Background: an optimization exercise with open tools, aiming at small area and a short achievable clock period. Do not read the settings as production practice. The RTL was checked by simulation tests, not by an equivalence proof against the original design. Power figures rest on the tool's default switching activity, not on a simulated workload.

## fp32_mul
module fp32_mul (
    input wire          clk         ,
    input wire          rst_n       ,
    input wire [31:0]   a           ,        
    input wire [31:0]   b           ,        
    input wire          in_valid    ,        
    output reg          out_valid   ,        
    output reg [31:0]   result               
);
Size in the first run: ~2,800 cells after synthesis, ~100 I/O pins, about 0.022 mm2 of cells after synthesis.
clock: 10.0 ns
lec_check: 0
abc_area: 1
cap_margin: 20
core_margin: 2
core_utilization: 40
gpl_routability_driven: 0
setup_slack_margin: 5
slew_margin: 20
synth_hierarchical: 1
synth_minimum_keep_size: 0
standard.sh (not shown) runs the stock make flow with config.mk's settings and CLKGATE_MAP_FILE= SYNTH_SCRIPT=/design/flow/synth_recipe.tcl, a recipe that flattens the netlist after the stock synthesis.
==> flow/flow/run.sh <==
#!/bin/bash
# The standard layout (standard.sh) with two changes: the ports are buffered
# by buf_2 cells instead of the default delay buffers, and the setup repair
# aims for a slack of 6 ns. Synthesis is unchanged.
set -euo pipefail
sed "s/SETUP_SLACK_MARGIN=[0-9.]*/SETUP_SLACK_MARGIN=6/" standard.sh > standard_margin.sh
bash standard_margin.sh BUFFER_PORTS_ARGS="-buffer_cell sky130_fd_sc_hd__buf_2" finish > flow_make.log 2>&1
==> next run, changes <==
--- a/flow/flow/run.sh
+++ b/flow/flow/run.sh
@@ -4 +4 @@
-# aims for a slack of 6 ns. Synthesis is unchanged.
+# aims for a slack of 7 ns. Synthesis is unchanged.
@@ -6 +6 @@
-sed "s/SETUP_SLACK_MARGIN=[0-9.]*/SETUP_SLACK_MARGIN=6/" standard.sh > standard_margin.sh
+sed "s/SETUP_SLACK_MARGIN=[0-9.]*/SETUP_SLACK_MARGIN=7/" standard.sh > standard_margin.sh
Settings changed: GPL_ROUTABILITY_DRIVEN 0 to default.
Utilization rose by 10 points.
Area after synthesis is unchanged.
Total power rose by 31%.
Via count rose by 8.3%.
==> next run, changes <==
--- a/flow/flow/run.sh
+++ b/flow/flow/run.sh
@@ -4 +4 @@
-# aims for a slack of 7 ns. Synthesis is unchanged.
+# aims for a slack of 6 ns. Synthesis is unchanged.
@@ -6 +6 @@
-sed "s/SETUP_SLACK_MARGIN=[0-9.]*/SETUP_SLACK_MARGIN=7/" standard.sh > standard_margin.sh
+sed "s/SETUP_SLACK_MARGIN=[0-9.]*/SETUP_SLACK_MARGIN=6/" standard.sh > standard_margin.sh
Settings changed: CORE_UTILIZATION 40 to 60.
=> Sequential share of layout area increases by 2.6 points. Non-clock buffer count is lower by 175. Total power is lower by 22%. Clock-buffer cell count is unchanged. Synthesized cell count is unchanged. Combinational power shrinks by 27%. Register-to-register slack degrades by 0.14 ns. Setup slack gets worse by 0.14 ns. Clock power came out lower by 5.2%. Area after synthesis is unchanged.
==> next run, changes <==
--- a/flow/flow/run.sh
+++ b/flow/flow/run.sh
@@ -4 +4 @@
-# aims for a slack of 6 ns. Synthesis is unchanged.
+# aims for a slack of 6.5 ns. Synthesis is unchanged.
@@ -6 +6 @@
-sed "s/SETUP_SLACK_MARGIN=[0-9.]*/SETUP_SLACK_MARGIN=6/" standard.sh > standard_margin.sh
+sed "s/SETUP_SLACK_MARGIN=[0-9.]*/SETUP_SLACK_MARGIN=6.5/" standard.sh > standard_margin.sh
Settings changed: CORE_UTILIZATION 60 to 40.
Result: The changed run finished with timing, DRC and antenna clean; power increases by 8.0%; flip-flop and latch count does not change; first-iteration DRC count drops by 23%; final area increases by 14%; routed wire length goes up by 7.3%; clock skew increases by 0.0071 ns; global-route usage is lower by 9.9 points; die area is higher by 49%; cell count is higher by 11%.
==> next run, changes <==
--- a/flow/flow/run.sh
+++ b/flow/flow/run.sh
@@ -4 +4 @@
-# aims for a slack of 6.5 ns. Synthesis is unchanged.
+# aims for a slack of 6 ns. Synthesis is unchanged.
@@ -6 +6 @@
-sed "s/SETUP_SLACK_MARGIN=[0-9.]*/SETUP_SLACK_MARGIN=6.5/" standard.sh > standard_margin.sh
+sed "s/SETUP_SLACK_MARGIN=[0-9.]*/SETUP_SLACK_MARGIN=6/" standard.sh > standard_margin.sh
Settings changed: TNS_END_PERCENT from default to 10.
What happened:
- The changed run completed without violations
- global-route usage decreases by 2.3 points
- design area falls by 14%
- via count is lower by 6.6%
- core utilization went down by 7.3 points
- area after synthesis is unchanged
- die area stays the same
- wire length shrinks by 10%
- sequential share of layout area increases by 1.9 points
- total power shrinks by 10%
==> next run, changes <==
Settings changed: PLACE_DENSITY from default to 0.7, TNS_END_PERCENT 10 to default.
The changed run completed with no timing, DRC or antenna violations.
Non-clock buffer count goes up by 25.
Utilization goes up by 1.2 points.
Design area goes up by a few percent.
Synthesized cell count does not change.
Via count goes up slightly.
Worst setup slack improved by 0.040 ns.
Final cell count goes up slightly.
Sequential power barely changes.
Critical path depth goes up by 4.
Clock-buffer cell count goes up by 1.

---

Setup of yarrow:
fp32_mul again, from the RTL that the note above started with.
==> flow/config.mk <==
export PLATFORM = sky130hd
export DESIGN_NAME = fp32_mul
export DESIGN_NICKNAME = fp32_mul
export VERILOG_FILES = /design/flow/design.v
export SDC_FILE = /design/flow/constraint.sdc
export NUM_CORES = 4
export LEC_CHECK = 0
export ABC_AREA = 1
export CAP_MARGIN = 20
export CORE_MARGIN = 2
export CORE_UTILIZATION = 40
export SETUP_SLACK_MARGIN = 5
export SLEW_MARGIN = 20
export SYNTH_HIERARCHICAL = 1
export SYNTH_MINIMUM_KEEP_SIZE = 0
==> flow/constraint.sdc <==
create_clock -name core_clock -period 10.0 [get_ports {clk}]
set_input_delay 2.0000 -clock core_clock [delete_from_list [all_inputs] [get_ports {clk}]]
set_output_delay 2.0000 -clock core_clock [all_outputs]
set_load 0.01 [all_outputs]
==> flow/flow/run.sh <==
#!/bin/bash
# The standard layout (standard.sh) with two changes: the ports are buffered
# by buf_2 cells instead of the default delay buffers, and the setup repair
# aims for a slack of 6.25 ns. Synthesis is unchanged.
set -euo pipefail
sed "s/SETUP_SLACK_MARGIN=[0-9.]*/SETUP_SLACK_MARGIN=6.25/" standard.sh > standard_margin.sh
bash standard_margin.sh BUFFER_PORTS_ARGS="-buffer_cell sky130_fd_sc_hd__buf_2" finish > flow_make.log 2>&1
Here is what was changed in the inputs of onyx compared with yarrow.
Settings: setting CTS_BUF_LIST to sky130_fd_sc_hd__clkbuf_8 for the first time.
diff --git a/flow/flow/run.sh b/flow/flow/run.sh
--- a/flow/flow/run.sh
+++ b/flow/flow/run.sh
@@ -4 +4 @@
-# aims for a slack of 6.25 ns. Synthesis is unchanged.
+# aims for a slack of 6 ns. Synthesis is unchanged.
@@ -6 +6 @@
-sed "s/SETUP_SLACK_MARGIN=[0-9.]*/SETUP_SLACK_MARGIN=6.25/" standard.sh > standard_margin.sh
+sed "s/SETUP_SLACK_MARGIN=[0-9.]*/SETUP_SLACK_MARGIN=6/" standard.sh > standard_margin.sh
==> comparison <==
- Where maximum frequency is concerned, yarrow is better than onyx.
- As of onyx, number of nets in the final layout had fallen by a few percent compared to yarrow.
- Sort onyx and yarrow by multi-input gate share of total cell area desc -> top: onyx
- From yarrow to onyx the numbers moved as follows: fraction of power consumed by sequential logic shows an increase of 0.8 points; cell depth of the worst setup path went down by 2.
- In the reports for onyx and yarrow, the larger switching share of power belongs to onyx.
- Number of placed cells counting well taps across onyx and yarrow: no real change.
- Re floorplan row count: no difference whatsoever between yarrow and onyx.
- Worst setup slack came out lower on onyx than on yarrow.
- [onyx vs yarrow] sequential fraction of total cell area: higher in onyx
Inputs modified between onyx and fjord:
Settings: CTS_BUF_LIST removed (was sky130_fd_sc_hd__clkbuf_8).
Notes after the runs:
fjord vs. onyx: post-detailed-route count of antenna-violating nets roughly the same, critical path data required time moved down, minimum clock period after layout fell 0.057 ns.

---

Another version of the RTL of fp32_mul (not shown whole).
Size in the first run: roughly 2700 cells after synthesis, about 22000 um^2 of cells after synthesis.
clock: 10.0 ns
lec_check: 0
abc_area: 1
cap_margin: 10
core_margin: 2
core_utilization: 40
setup_slack_margin: 5
slew_margin: 10
synth_hierarchical: 1
synth_minimum_keep_size: 0
tns_end_percent: 10
==> flow/flow/run.sh <==
#!/bin/bash
# The standard layout (standard.sh) with two changes: the ports are buffered
# by buf_2 cells instead of the default delay buffers, and the setup repair
# aims for a slack of 6.15 ns. Synthesis is unchanged.
set -euo pipefail
sed "s/SETUP_SLACK_MARGIN=[0-9.]*/SETUP_SLACK_MARGIN=6.15/" standard.sh > standard_margin.sh
bash standard_margin.sh BUFFER_PORTS_ARGS="-buffer_cell sky130_fd_sc_hd__buf_2" finish > flow_make.log 2>&1
The first run completed without violations.
Edit:
==> flow/flow/run.sh (replaced) <==
#!/bin/bash
# The standard layout (standard.sh) with two changes: the ports are buffered
# by buf_2 cells instead of the default delay buffers, and the setup repair
# aims for a slack of 6 ns. Synthesis is unchanged.
set -euo pipefail
sed "s/SETUP_SLACK_MARGIN=[0-9.]*/SETUP_SLACK_MARGIN=6/" standard.sh > standard_margin.sh
bash standard_margin.sh BUFFER_PORTS_ARGS="-buffer_cell sky130_fd_sc_hd__buf_2" finish > flow_make.log 2>&1
Settings changed: CAP_MARGIN 10 to 20, GPL_TIMING_DRIVEN from default to 0, SLEW_MARGIN 10 to 20.
The changed run produced a clean layout.
Routed wire length is higher by 6.2%.
Non-clock buffer count is higher by 86.
Cell count is higher by about 1.7%.
Power is higher by 1.9%.
Clock power is higher by 12%.
Flip-flop and latch count stays the same.
Setup slack gets worse by 0.035 ns.
Maximum frequency is lower by 0.86%.
Synthesized cell count is unchanged.
Hold slack hardly moves.
Edit:
Settings changed: CAP_MARGIN 20 to 10, GPL_TIMING_DRIVEN 0 to default, SLEW_MARGIN 20 to 10.
- wire length decreases by 9.7%
- fmax decreases by about 3%
- die area stays the same
- synthesized area does not change
- final cell count decreases by 2.8%
- clock skew increases by 0.0039 ns
- non-clock buffer count decreases by 118
- power decreases by about 2%
- first-iteration DRC count decreases by 18%
Edit:
Settings changed: CAP_MARGIN 10 to 20, CORE_UTILIZATION 40 to 35, SLEW_MARGIN 10 to 20.
Result: Utilization went down by 4.1 points; cell count rises by a few percent; sequential power stays flat; routed wire length went up by a few percent; worst hold slack improves by 0.0041 ns; sequential share of layout area shrinks by 0.41 points; final area went up by a few percent; maximum frequency goes up by a few percent; worst setup slack improves by 0.13 ns.

---

maple:
Starting RTL as in the previous note.
// fp32_mul
module fp32_mul (
    input wire          clk         ,
    input wire          rst_n       ,
    input wire [31:0]   a           ,        
    input wire [31:0]   b           ,        
    input wire          in_valid    ,        
    output reg          out_valid   ,        
    output reg [31:0]   result               
);
    wire [7:0]  ea = a[30:23];
    wire [7:0]  eb = b[30:23];
    wire [22:0] fa = a[22:0];
    wire [22:0] fb = b[22:0];
    wire a_e0 = (ea == 8'h00);
    wire b_e0 = (eb == 8'h00);
    wire a_e1 = (ea == 8'hff);
    wire b_e1 = (eb == 8'hff);
    wire a_f0 = (fa == 23'h0);
    wire b_f0 = (fb == 23'h0);
    wire a_zero = a_e0 & a_f0;
    wire b_zero = b_e0 & b_f0;
    wire a_inf  = a_e1 & a_f0;
    wire b_inf  = b_e1 & b_f0;
    wire a_nan  = a_e1 & ~a_f0;
    wire b_nan  = b_e1 & ~b_f0;
    wire c_nan  = a_nan | b_nan | (a_inf & b_zero) | (b_inf & a_zero);
    wire c_inf  = a_inf | b_inf;
    wire c_zero = a_zero | b_zero | (a_e0 & b_e0);
    wire [23:0] ma = {~a_e0, fa};
    wire [23:0] mb = {~b_e0, fb};
    wire [5:0]  qsa, qsb;
    wire [3:0]  rsa, rsb;
    wire [23:0] ca, cb;
    wire [22:0] asf, bsf;
    assign qsa[0] = ~a_e0 | ((|ma[22:20]));
    assign qsa[1] = a_e0 & (|ma[19:16]) & ~(|ma[22:20]);
    assign qsa[2] = a_e0 & (|ma[15:12]) & ~(|ma[22:20]) & ~(|ma[19:16]);
    assign qsa[3] = a_e0 & (|ma[11:8]) & ~(|ma[22:20]) & ~(|ma[19:16]) & ~(|ma[15:12]);
  ...
export LEC_CHECK = 0
export ABC_AREA = 1
export CAP_MARGIN = 20
export CORE_MARGIN = 2
export CORE_UTILIZATION = 45
export SETUP_SLACK_MARGIN = 5
export SLEW_MARGIN = 20
export SYNTH_HIERARCHICAL = 1
export SYNTH_MINIMUM_KEEP_SIZE = 0
export TNS_END_PERCENT = 10
create_clock -name core_clock -period 10.0 [get_ports {clk}]
==> flow/flow/run.sh <==
#!/bin/bash
# The standard layout (standard.sh) with two changes: the ports are buffered
# by buf_2 cells instead of the default delay buffers, and the setup repair
# aims for a slack of 6 ns. Synthesis is unchanged.
set -euo pipefail
sed "s/SETUP_SLACK_MARGIN=[0-9.]*/SETUP_SLACK_MARGIN=6/" standard.sh > standard_margin.sh
bash standard_margin.sh BUFFER_PORTS_ARGS="-buffer_cell sky130_fd_sc_hd__buf_2" finish > flow_make.log 2>&1
The final layout from maple, which completed every stage, passed the timing, design-rule and antenna checks at the end of the flow.
## Diff of input files: tundra against maple
- a change of CORE_UTILIZATION from 45 to 40
- a change of TNS_END_PERCENT from 10 to 5
==> run summary <==
tundra vs maple — clock power climbed by a few percent. Cmp tundra and maple / half-perimeter wire length of the detailed placement result / lower: maple. Relative to maple, the first-pass GRT wire length of tundra is higher by about 2.7%. In terms of sequential fraction of total cell area, tundra and maple differ only marginally. Compared tundra vs maple, and worst clock skew is up in tundra. Residual antenna-violating net count after detailed routing delta (maple -> tundra): insignificant. Sort tundra and maple by depth of the worst register-to-register path, ascending, and maple comes first. Number of filler instances in the final layout (tundra / maple): 1.14. Across both runs, overall power was higher for tundra than for maple.
Relative to tundra, the following input files were edited for cedar:
- TNS_END_PERCENT no longer set, was 5
## What came out
For cedar, the topmost layer with routed signal wires was met5, unlike tundra, where it was met4. Final area: cedar vs tundra up about 2.5%. [cedar] number of search-and-repair iterations in the first detailed-routing pass rose 1 relative to tundra. The final reports for cedar and tundra show via density per instance higher in the former.
What indigo does differently from cedar at the input level:
- TNS_END_PERCENT: unset -> 10
==> flow/flow/run.sh <==
#!/bin/bash
# The standard layout (standard.sh) with two changes: the ports are buffered
# by buf_2 cells instead of the default delay buffers, and the setup repair
# aims for a slack of 6.15 ns. Synthesis is unchanged.
set -euo pipefail
sed "s/SETUP_SLACK_MARGIN=[0-9.]*/SETUP_SLACK_MARGIN=6.15/" standard.sh > standard_margin.sh
bash standard_margin.sh BUFFER_PORTS_ARGS="-buffer_cell sky130_fd_sc_hd__buf_2" finish > flow_make.log 2>&1
Findings:
Cell count of indigo is on par with cedar.
indigo vs. cedar: routed wire length lost 2.1%, worst hold slack neither gained nor lost much.
indigo vs cedar: total length of routed met2 wires down
Comparing cedar with indigo, the final instance area came out essentially unchanged.
Number of buffers inserted to repair setup after CTS, indigo and cedar: lower on cedar
In indigo the total length of routed met3 wires turned out 260 µm lower than in cedar.
On data required time of the worst path, cedar tracks indigo almost exactly.
Relative to indigo, the following input files were edited for amber:
==> flow/flow/run.sh <==
#!/bin/bash
# The standard layout (standard.sh) with two changes: the ports are buffered
# by buf_2 cells instead of the default delay buffers, and the setup repair
# aims for a slack of 5.85 ns. Synthesis is unchanged.
set -euo pipefail
sed "s/SETUP_SLACK_MARGIN=[0-9.]*/SETUP_SLACK_MARGIN=5.85/" standard.sh > standard_margin.sh
bash standard_margin.sh BUFFER_PORTS_ARGS="-buffer_cell sky130_fd_sc_hd__buf_2" finish > flow_make.log 2>&1
==> comparison <==
amber reports its critical path launch point as s1_yf[19] while indigo reports s1_yf[3].
Looking at static leakage power, amber sits about 3.6% lower than indigo does.
amber vs. indigo: number of placed instances, taps included did not really move, switching part of the total picked up an extra 0.16 points.

==> re-timing with driven ports <==
The results above use ideal ports. As a check the final layouts listed here were re-extracted and re-timed, cells and wires unchanged. Step 1 assumes that a clkbuf_16 drives the clock port and a buf_2 every other input. Step 2 also shifts input and output timing later by t, the mid clock arrival at the registers, as if the neighbouring blocks saw the same clock. Three values: no drivers, after step 1, after step 2; two values: the first two.
run | t, ns | setup WS [ns] | worst hold slack (ns) | worst setup path at the end | slew at the worst register clock pin (ns)
the first run of note 1 | 0.556 | 5.957 / 5.957 / 5.490 | 0.324 / 0.324 / 0.324 | input to register | 0.08 / 0.08
the second run of note 1 | 0.559 | 6.061 / 6.061 / 5.707 | 0.335 / 0.335 / 0.335 | input to register | 0.09 / 0.09
the third run of note 1 | 0.530 | 5.921 / 5.920 / 5.602 | 0.336 / 0.336 / 0.336 | input to register | 0.08 / 0.08
the fourth run of note 1 | 0.541 | 5.995 / 5.995 / 5.783 | 0.333 / 0.333 / 0.333 | input to register | 0.09 / 0.09
the fifth run of note 1 | 0.547 | 5.910 / 5.910 / 5.540 | 0.331 / 0.331 / 0.331 | input to register | 0.09 / 0.09
the sixth run of note 1 | 0.564 | 5.950 / 5.950 / 5.564 | 0.335 / 0.335 / 0.335 | input to register | 0.09 / 0.09
yarrow | 0.566 | 6.024 / 6.024 / 5.759 | 0.334 / 0.334 / 0.334 | input to register | 0.10 / 0.10
onyx | 0.591 | 5.957 / 5.957 / 5.514 | 0.349 / 0.349 / 0.349 | input to register | 0.13 / 0.13
fjord | 0.540 | 6.015 / 6.015 / 5.626 | 0.340 / 0.340 / 0.340 | input to register | 0.09 / 0.09
the first run of note 3 | 0.546 | 5.984 / 5.984 / 5.606 | 0.332 / 0.332 / 0.332 | input to register | 0.08 / 0.08
the second run of note 3 | 0.558 | 5.949 / 5.949 / 5.534 | 0.334 / 0.334 / 0.334 | input to register | 0.09 / 0.09
the third run of note 3 | 0.557 | 5.829 / 5.829 / 5.355 | 0.330 / 0.331 / 0.331 | input to register | 0.10 / 0.10
the fourth run of note 3 | 0.526 | 5.960 / 5.960 / 5.603 | 0.335 / 0.335 / 0.335 | input to register | 0.09 / 0.09
maple | 0.547 | 5.929 / 5.929 / 5.528 | 0.327 / 0.327 / 0.327 | input to register | 0.08 / 0.08
tundra | 0.566 | 5.964 / 5.964 / 5.520 | 0.331 / 0.331 / 0.331 | input to register | 0.10 / 0.10
cedar | 0.557 | 5.979 / 5.979 / 5.585 | 0.333 / 0.333 / 0.333 | input to register | 0.09 / 0.09
indigo | 0.548 | 6.012 / 6.012 / 5.652 | 0.333 / 0.333 / 0.333 | input to register | 0.09 / 0.09
amber | 0.516 | 5.786 / 5.786 / 5.441 | 0.327 / 0.327 / 0.327 | input to register | 0.09 / 0.09
After both steps every run listed still meets setup and hold. The setup slack of the third run of note 3, which loses most, moves by 0.000 ns with the drivers and by -0.474 ns with both steps.
